Source: an optimization exercise on an open RTL-to-GDS flow (aim: small area). Production flows keep margins and buffers that such runs may drop.
The RTL was checked by simulation tests, not by an equivalence proof against the original design.

$ cat design/flow/run.sh
#!/bin/bash
# synth_recipe.tcl (not shown) runs the flow's synth.tcl, then flattens the netlist and writes it again
# the make line also repeats each setting of config.mk as NAME=value (left out here)
make -C /OpenROAD-flow-scripts/flow DESIGN_CONFIG=/design/flow/config.mk WORK_HOME=/design/flow/orfs CLKGATE_MAP_FILE= SYNTH_SCRIPT=/design/flow/synth_recipe.tcl finish
$ cat design/flow/config.mk
export PLATFORM = sky130hd
export DESIGN_NAME = rx_frontend
export DESIGN_NICKNAME = rx_frontend
export VERILOG_FILES = /design/flow/design.v
export SDC_FILE = /design/flow/constraint.sdc
export NUM_CORES = 4
export LEC_CHECK = 0
export CAP_MARGIN = 20
export CORE_MARGIN = 2
export CORE_UTILIZATION = 40
export SLEW_MARGIN = 20
$ cat design/flow/constraint.sdc
create_clock -name core_clock -period 6.0 [get_ports {clk}]
set_input_delay 1.2000 -clock core_clock [delete_from_list [all_inputs] [get_ports {clk}]]
set_output_delay 1.2000 -clock core_clock [all_outputs]
set_load 0.01 [all_outputs]
$ cat design/flow/design.v
module cic_integrator( clock, strobe, in_data,  out_data );
parameter WIDTH = 64;
input clock;
input strobe;
input signed [WIDTH-1:0] in_data;
output reg signed [WIDTH-1:0] out_data;
always @(posedge clock)
  if (strobe) out_data <= out_data + in_data;
endmodule
module cic_comb( clock, strobe,  in_data,  out_data );
parameter WIDTH = 64;
input clock;
input strobe;
input signed [WIDTH-1:0] in_data;
output reg signed [WIDTH-1:0] out_data;
reg signed [WIDTH-1:0] prev_data;
always @(posedge clock)  
  if (strobe) 
    begin
    out_data <= in_data - prev_data;
    prev_data <= in_data;
    end
endmodule
module cic( clock, take, in_data, out_data, out_round );
input clock;
input take;
input signed [17:0] in_data;
output reg [15:0] out_data;
output reg out_round;
reg [24:0] i1, i2, i3;
reg [24:0] p1, p2, p3;
always @(posedge clock) begin
  i1 <= i1 + {{7{in_data[17]}}, in_data};
  i2 <= i2 + i1;
  i3 <= i3 + i2;
end
wire [24:0] d1 = i3 - p1;
wire [24:0] d2 = d1 - p2;
wire [24:0] d3 = d2 - p3;
always @(posedge clock) begin
  if (take) begin
    p1 <= i3;
    p2 <= d1;
    p3 <= d2;
  end
  out_data <= d3[24:9];
  out_round <= d3[8];
end
endmodule
module varcic( clock, inject, in_data, in_round, load, act, shift, rsel, out_data );
input clock;
input inject;
input signed [15:0] in_data;
input in_round;
input load;
input act;
input shift;
input [1:0] rsel;
output [15:0] out_data;
reg [42:0] w0, w1, w2, w3, w4;
wire [42:0] opb = inject ? {{27{in_data[15]}}, in_data} : w1;
wire ci = inject & in_round;
wire [43:0] sumw = {w0, ci} + {opb, ci};
always @(posedge clock) begin
  w0 <= w1; w1 <= w2; w2 <= w3; w3 <= w4; w4 <= sumw[43:1];
end
reg [42:0] q0, q1, q2, q3, q4;
reg [42:0] t;
always @(posedge clock) begin
  q0 <= q1; q1 <= q2; q2 <= q3; q3 <= q4; q4 <= act ? t : q0;
  t <= load ? w4 : t - (q0 & {43{act}});
end
reg [16:0] sl;
always @(*)
  case (rsel)
    2'd0: sl = t[27:11];
    2'd1: sl = t[32:16];
    2'd2: sl = t[37:21];
    default: sl = t[42:26];
  endcase
wire [15:0] rnd = sl[16:1] + {15'b0, sl[0]};
reg [15:0] d0, d1, d2, d3, d4;
always @(posedge clock)
  if (shift) begin
    d0 <= rnd; d1 <= d0; d2 <= d1; d3 <= d2; d4 <= d3;
  end
assign out_data = d4;
endmodule
module cordic( clock, frequency, in_data, out_data_I, out_data_Q );
parameter [16:0] REGMASK = 17'h1ffff;
input clock;
input [31:0] frequency;
input signed [11:0] in_data;
output signed [17:0] out_data_I;
output signed [17:0] out_data_Q;
function [15:0] atan_r;
  input integer n;
  reg [31:0] a;
  reg [31:0] t;
  begin
    case (n)
      0:  a = 32'd633866811;
      1:  a = 32'd334917815;
      2:  a = 32'd170009512;
      3:  a = 32'd85334662;
      4:  a = 32'd42708931;
      5:  a = 32'd21359677;
      6:  a = 32'd10680490;
      7:  a = 32'd5340327;
      8:  a = 32'd2670173;
      9:  a = 32'd1335088;
      10: a = 32'd667544;
      11: a = 32'd333772;
      12: a = 32'd166886;
      13: a = 32'd83443;
      default: a = 32'd41722;
    endcase
    t = (a >> 15) + ((a >> 14) & 32'd1);
    atan_r = t[15:0];
  end
endfunction
reg [31:0] phase;
always @(posedge clock)
  if (frequency == 32'd0) phase <= 32'd0;
  else phase <= phase + frequency;
wire signed [18:0] in_ext = {in_data[11], in_data, 6'b0};
wire [1:0] quadrant = phase[31:30];
wire signed [18:0] x0 = (quadrant == 2'd1 || quadrant == 2'd2) ? -in_ext : in_ext;
wire signed [18:0] y0 = quadrant[1] ? -in_ext : in_ext;
wire [16:0] z0 = {~phase[29], ~phase[29], phase[28:14]};
wire [18:0] xs [0:15];
wire [18:0] ys [0:15];
wire [16:0] zs [0:15];
generate
  if (REGMASK[0]) begin : r0
    reg [18:0] xr, yr; reg [16:0] zr;
    always @(posedge clock) begin xr <= x0; yr <= y0; zr <= z0; end
    assign xs[0] = xr; assign ys[0] = yr; assign zs[0] = zr;
  end else begin : c0
    assign xs[0] = x0; assign ys[0] = y0; assign zs[0] = z0;
  end
endgenerate
genvar n;
generate
  for (n = 0; n <= 14; n = n + 1) begin : stages
    wire [18:0] x = xs[n];
    wire [18:0] y = ys[n];
    wire [16-n:0] z = zs[n][16-n:0];
    wire s = z[16-n];
    wire [18:0] x_shr = {{(n+1){x[18]}}, x[18:n+1]};
    wire [18:0] y_shr = {{(n+1){y[18]}}, y[18:n+1]};
    wire cx = y[n] ^ ~s;
    wire cy = x[n] ^ s;
    wire [19:0] xw = {x, cx} + {y_shr ^ {19{~s}}, cx};
    wire [19:0] yw = {y, cy} + {x_shr ^ {19{s}}, cy};
    wire [18:0] xn = xw[19:1];
    wire [18:0] yn = yw[19:1];
    wire [16:0] zn;
    if (n < 14) begin : zu
      localparam [15:0] AT = atan_r(n);
      wire [15-n:0] at = AT[15-n:0];
      wire [15-n:0] atn = -at;
      assign zn[15-n:0] = z[15-n:0] + (s ? at : atn);
      if (n > 0) begin : zpad
        assign zn[16:16-n] = {(n+1){1'b0}};
      end else begin : zpad0
        assign zn[16] = 1'b0;
      end
    end else begin : zl
      assign zn = 17'b0;
    end
    if (REGMASK[n+1]) begin : r
      reg [18:0] xr, yr; reg [15-n:0] zr;
      always @(posedge clock) begin xr <= xn; yr <= yn; zr <= zn[15-n:0]; end
      assign xs[n+1] = xr; assign ys[n+1] = yr;
      if (n > 0) begin : zp
        assign zs[n+1] = {{(n+1){1'b0}}, zr};
      end else begin : zp0
        assign zs[n+1] = {1'b0, zr};
      end
    end else begin : c
      assign xs[n+1] = xn; assign ys[n+1] = yn; assign zs[n+1] = zn;
    end
  end
endgenerate
wire [17:0] ri = xs[15][18:1] + {17'b0, xs[15][1] & xs[15][0]};
wire [17:0] rq = ys[15][18:1] + {17'b0, ys[15][1] & ys[15][0]};
generate
  if (REGMASK[16]) begin : rr
    reg [17:0] oi, oq;
    always @(posedge clock) begin oi <= ri; oq <= rq; end
    assign out_data_I = oi; assign out_data_Q = oq;
  end else begin : rc
    assign out_data_I = ri; assign out_data_Q = rq;
  end
endgenerate
endmodule
module rx_frontend(
  input clk,
  input rst,
  input [5:0] rate,
  input [31:0] frequency,
  input signed [11:0] in_data,
  output reg out_strobe,
  output signed [15:0] out_I,
  output signed [15:0] out_Q
  );
  localparam [16:0] REGMASK = 17'h1ffff;
  function integer popc;
    input [16:0] m;
    integer i;
    begin
      popc = 0;
      for (i = 0; i < 17; i = i + 1) popc = popc + m[i];
    end
  endfunction
  localparam integer LC = popc(REGMASK) - 1;
  localparam integer PH_TAKE = (LC - 16 + 50) % 5;    
  localparam integer PH_INJ  = (LC - 30 + 50) % 5;    
  localparam integer LD_OFF  = 33 - LC;               
  localparam integer PH_LD   = (5 - (LD_OFF % 5)) % 5;
  localparam integer K_LD    = (LD_OFF + 4) / 5;      
  localparam integer PH_ACT  = (PH_LD + 1) % 5;
  localparam integer K_ACT   = (PH_LD == 4) ? K_LD - 1 : K_LD;
  reg [2:0] ph;
  reg [5:0] kr;
  wire [2:0] phe = (ph == 3'd5) ? 3'd0 : ph;
  always @(posedge clk)
    if (rst) begin
      ph <= 3'd5;
      kr <= 6'd0;
      out_strobe <= 1'b0;
    end else begin
      ph <= (phe == 3'd4) ? 3'd0 : phe + 3'd1;
      if (phe == 3'd4) kr <= (kr == rate - 6'd1) ? 6'd0 : kr + 6'd1;
      out_strobe <= (ph == 3'd0) && (kr == 6'd0);
    end
  wire take = (phe == PH_TAKE);
  wire inject = (phe == PH_INJ);
  wire load = (phe == PH_LD) && (kr == rate - K_LD);
  wire act = (phe >= PH_ACT) ? (kr == rate - K_ACT) : (kr == rate - K_ACT + 6'd1) || (K_ACT == 1 && kr == 6'd0);
  reg [1:0] rsel;
  always @(*)
    case (rate)
      6'd5: rsel = 2'd0;
      6'd10: rsel = 2'd1;
      6'd20: rsel = 2'd2;
      default: rsel = 2'd3;
    endcase
  wire signed [17:0] cordic_outdata_I;
  wire signed [17:0] cordic_outdata_Q;
  cordic #(.REGMASK(REGMASK)) cordic_inst(
    .clock(clk),
    .in_data(in_data),
    .frequency(frequency),
    .out_data_I(cordic_outdata_I),
    .out_data_Q(cordic_outdata_Q)
    );
  wire [15:0] a_i, a_q;
  wire r_i, r_q;
  cic cic_inst_I2(.clock(clk), .take(take), .in_data(cordic_outdata_I), .out_data(a_i), .out_round(r_i));
  cic cic_inst_Q2(.clock(clk), .take(take), .in_data(cordic_outdata_Q), .out_data(a_q), .out_round(r_q));
  varcic varcic_inst_I1(.clock(clk), .inject(inject), .in_data(a_i), .in_round(r_i),
    .load(load), .act(act), .shift(out_strobe), .rsel(rsel), .out_data(out_I));
  varcic varcic_inst_Q1(.clock(clk), .inject(inject), .in_data(a_q), .in_round(r_q),
    .load(load), .act(act), .shift(out_strobe), .rsel(rsel), .out_data(out_Q));
endmodule
==> summary.txt <==
asr flop ratio synth=0; vias in the first global route=74.2k; Critical Path Start Type=input port; die width=518 um; Yosys reg bits=2244; Slew Limit Fails=0; fin area=~0.12 mm^2; Detailed Routing Iterations Pass 1=6; largest registers=cordic_inst.stages.r.xr: 277 flops, cordic_inst.stages.r.yr: 277 flops, cordic_inst.stages.r.zr: 131 flops; hpwl dp=between 150000 and 200000 um; Die Area=around 0.27 mm^2; Placement Rows=approximately 190; slowest library cell on the worst path=or4_4; fmax=between 0.15 and 0.2 GHz; core footprint=0.263 mm^2; Filler Cell Count=24.3k; count of cell types in the netlist=79; clk_skew=approximately 0.050 ns; first-pass GRT wire length=380000 um; placed cell area=0.114 mm^2; Max Root-Sink Buffers=4; Clock transition at path regs=0.06 ns; average wire per standard cell=~16 um; CTS Buf Count=238; EDFF count, synth=310; Mean Syn Cell Area=10.1 um^2; fin crit share=0.982; n_diodes=0; synthesized area=~0.11 mm^2; RSZ-0062 raised after global routing=yes; CTS tree=done; clk latency of the worst-skew pair=just under 0.9 ns; commonest non-fill, non-tap cell in the layout=dfxtp_1; hold slack=~0.3 ns; P&R area growth vs syn=17.0%; WP data arrival=between 6 and 7 ns; worst rel slew slack=0.319; CP peak stage delay=approximately 0.53 ns; final number of setup-violating endpoints=0; share of cells above drive strength 1=0.109; final wirelength=about 240000 um; CTS root buf=clkbuf_16; Mapped Cells=about 10k; Worst Path Required=about 6.8 ns; initial antenna violation count=3; multi-input gate area in the final layout=~0.056 mm^2; Die Ht=518 um; Critical Path Fanout Max=8; DR vias/cell=between 4 and 5; Setup Crit Path Kind=input port to flip-flop; Total GRT Usage=0.171; I/O pin count=85; Tightest Pin Transition=1.02 ns; placer's final routability congestion estimate=0.869; Yosys Warn Count=4; hold crit path type=flip-flop to flip-flop; Initial Utilization=0.402; Max-cap violations=0; Initial DRC Count=between 3k and 4k; status=complete, no violations; vias post-DR=about 74k; placed cells=around 14k; clock sinks=2244; total grt overflow=0; Port Buf Inserts=84; DRT antenna net count=0; sequential share of the synthesized area=0.455; Final Hold Vio Count=0; commonest cells after routing, fill and taps aside=dfxtp_1 (1928), ha_1 (1106), xnor2_1 (943); CP endpoint kind=flip-flop; FF+latch area=between 0.04 and 0.05 mm^2; Min Clock Period, post-route=between 5 and 6 ns; final worst slack=between 0.1 and 0.15 ns; DR DRC count=0; main flop type after synthesis=dfxtp_1; pre-CTS setup slack=-1.65 ns; largest net degree at the start of global routing=151; Final #Nets=around 12k; syn_nets=around 12k; hold_buf cts=0; Non-Filler Instances=around 15k; H-tree Lvls=4
## critical path, delay by kind of cell
| kind | cells | cell delay, ns |
|---|---|---|
| xor+xnor | 1 | 0.16 |
| compound gates | 8 | 1.61 |
| fa+ha+maj | 3 | 0.69 |
| buf+inv | 7 | 0.89 |
| simple gates | 10 | 2.11 |
## area by class of cell
cell class	instances	share of cell area
Clock inverter	128	0.0126
Multi-Input combinational cell	7441	0.450
Timing Repair Buffer	581	0.0387
Clock buffer	314	0.0551
Sequential cell	2244	0.389
Tap cell	3515	0.0356
Inverter	619	0.0189
## timing repair
item                                    4_1_cts  5_1_grt
pin swaps                                    54      120
gates resized for setup                      72      115
gates cloned                                  1        3
endpoints found under the setup margin       54       59
setup buffers                                16       38
## path summary, 6_finish.rpt
check                        start                        to  slack [ns]  cells past startpoint
max                        rate[3]      varcic_inst_Q1.t[34]        0.11                     29
min          varcic_inst_Q1.q3[19]     varcic_inst_Q1.q2[19]        0.30                      0
max reg2reg      cic_inst_I2.p1[1]  cic_inst_I2.out_data[15]        0.25                     34
min reg2reg  varcic_inst_Q1.q3[19]     varcic_inst_Q1.q2[19]        0.30                      0
## cells in the mapped netlist, types with 9 or more instances
master / n / area (um^2)
a211o_1: 13 / 114
and3_1: 90 / 563
o22ai_1: 23 / 144
buf_2: 28 / 140
and4_1: 9 / 78.8
o21a_1: 177 / 1330
fa_1: 52 / 1040
inv_1: 619 / 2320
nor2_1: 717 / 2690
nor2b_1: 129 / 807
or3_1: 27 / 169
dfxtp_1: 1934 / 38700
nand3b_1: 11 / 82.6
o31ai_1: 18 / 135
and2_1: 41 / 257
buf_1: 20 / 75.1
a211oi_1: 60 / 450
a31o_2: 22 / 193
a222oi_1: 24 / 240
o21ai_0: 490 / 2450
edfxtp_1: 310 / 9310
xor2_1: 476 / 4170
a21boi_0: 42 / 315
a21oi_1: 795 / 3980
mux2_2: 87 / 980
clkbuf_1: 101 / 379
o2111ai_1: 14 / 123
o211ai_1: 14 / 105
a21o_1: 357 / 2680
o31a_1: 9 / 78.8
a31oi_1: 50 / 313
ha_1: 1128 / 14100
nand2b_1: 127 / 795
o41ai_1: 42 / 368
xnor2_1: 946 / 8290
a221oi_1: 26 / 228
nor3_1: 193 / 966
nor4_1: 21 / 131
nand4_1: 74 / 463
or2_2: 17 / 106
nand3_1: 130 / 651
o21bai_1: 148 / 1110
nand2_1: 709 / 2660
o21ba_2: 19 / 190
## logic make-up after synthesis
family                   Yosys count  synth area share
AO/OA/AOI/OAI                   2420             0.145
XOR/XNOR                        1423             0.118
adder cells (fa/ha/maj)         1180             0.144
buffers and inverters            768            0.0276
flip-flops                      2244             0.455
multiplexers                      88           0.00937
AND/OR/NAND/NOR                 2329             0.101
## per-stage QoR
step           utilization  setup TNS (ns)
3_5_place_dp         0.435          -85.69
4_1_cts              0.468          -0.448
3_3_place_gp         0.435          -83.08
6_report             0.471               0
5_1_grt              0.471           -1.33
2_1_floorplan            -          -23.89
## metal layers
| metal | routed length, um | GRT usage |
|---|---|---|
| met4 | 7320 | 0.0566 |
| met1 | 108000 | 0.215 |
| met3 | 7000 | 0.0194 |
| met2 | 115000 | 0.303 |
| met5 | 0 | 0 |

## separate check: timing with driven ports
In the flow no input, the clock included, has a driving cell. The finished layout below was timed again as built, in two steps. Step 1: set_driving_cell puts a clkbuf_16 on clk and a buf_2 on each other input, an assumption about the parent block. Step 2 adds t to the input delays and takes it off the output delays; t is the mean of the earliest and latest rising clock arrival at the registers after step 1. Input paths then give back, and output paths get back, about the clock's delay inside the block. a / b / c = no drivers / after step 1 / after step 2; a / b = the first two.
t (ns): 0.952
setup slack, ns: 0.108 / 0.137 / -0.814
worst slew at a driven data input, ns: 0.08
pins driven straight from the clock port: 1
Met with ideal ports but missed after step 2: setup timing in this run. For this run, drivers alone change the setup slack by +0.029 ns; drivers and shift together by -0.922 ns.
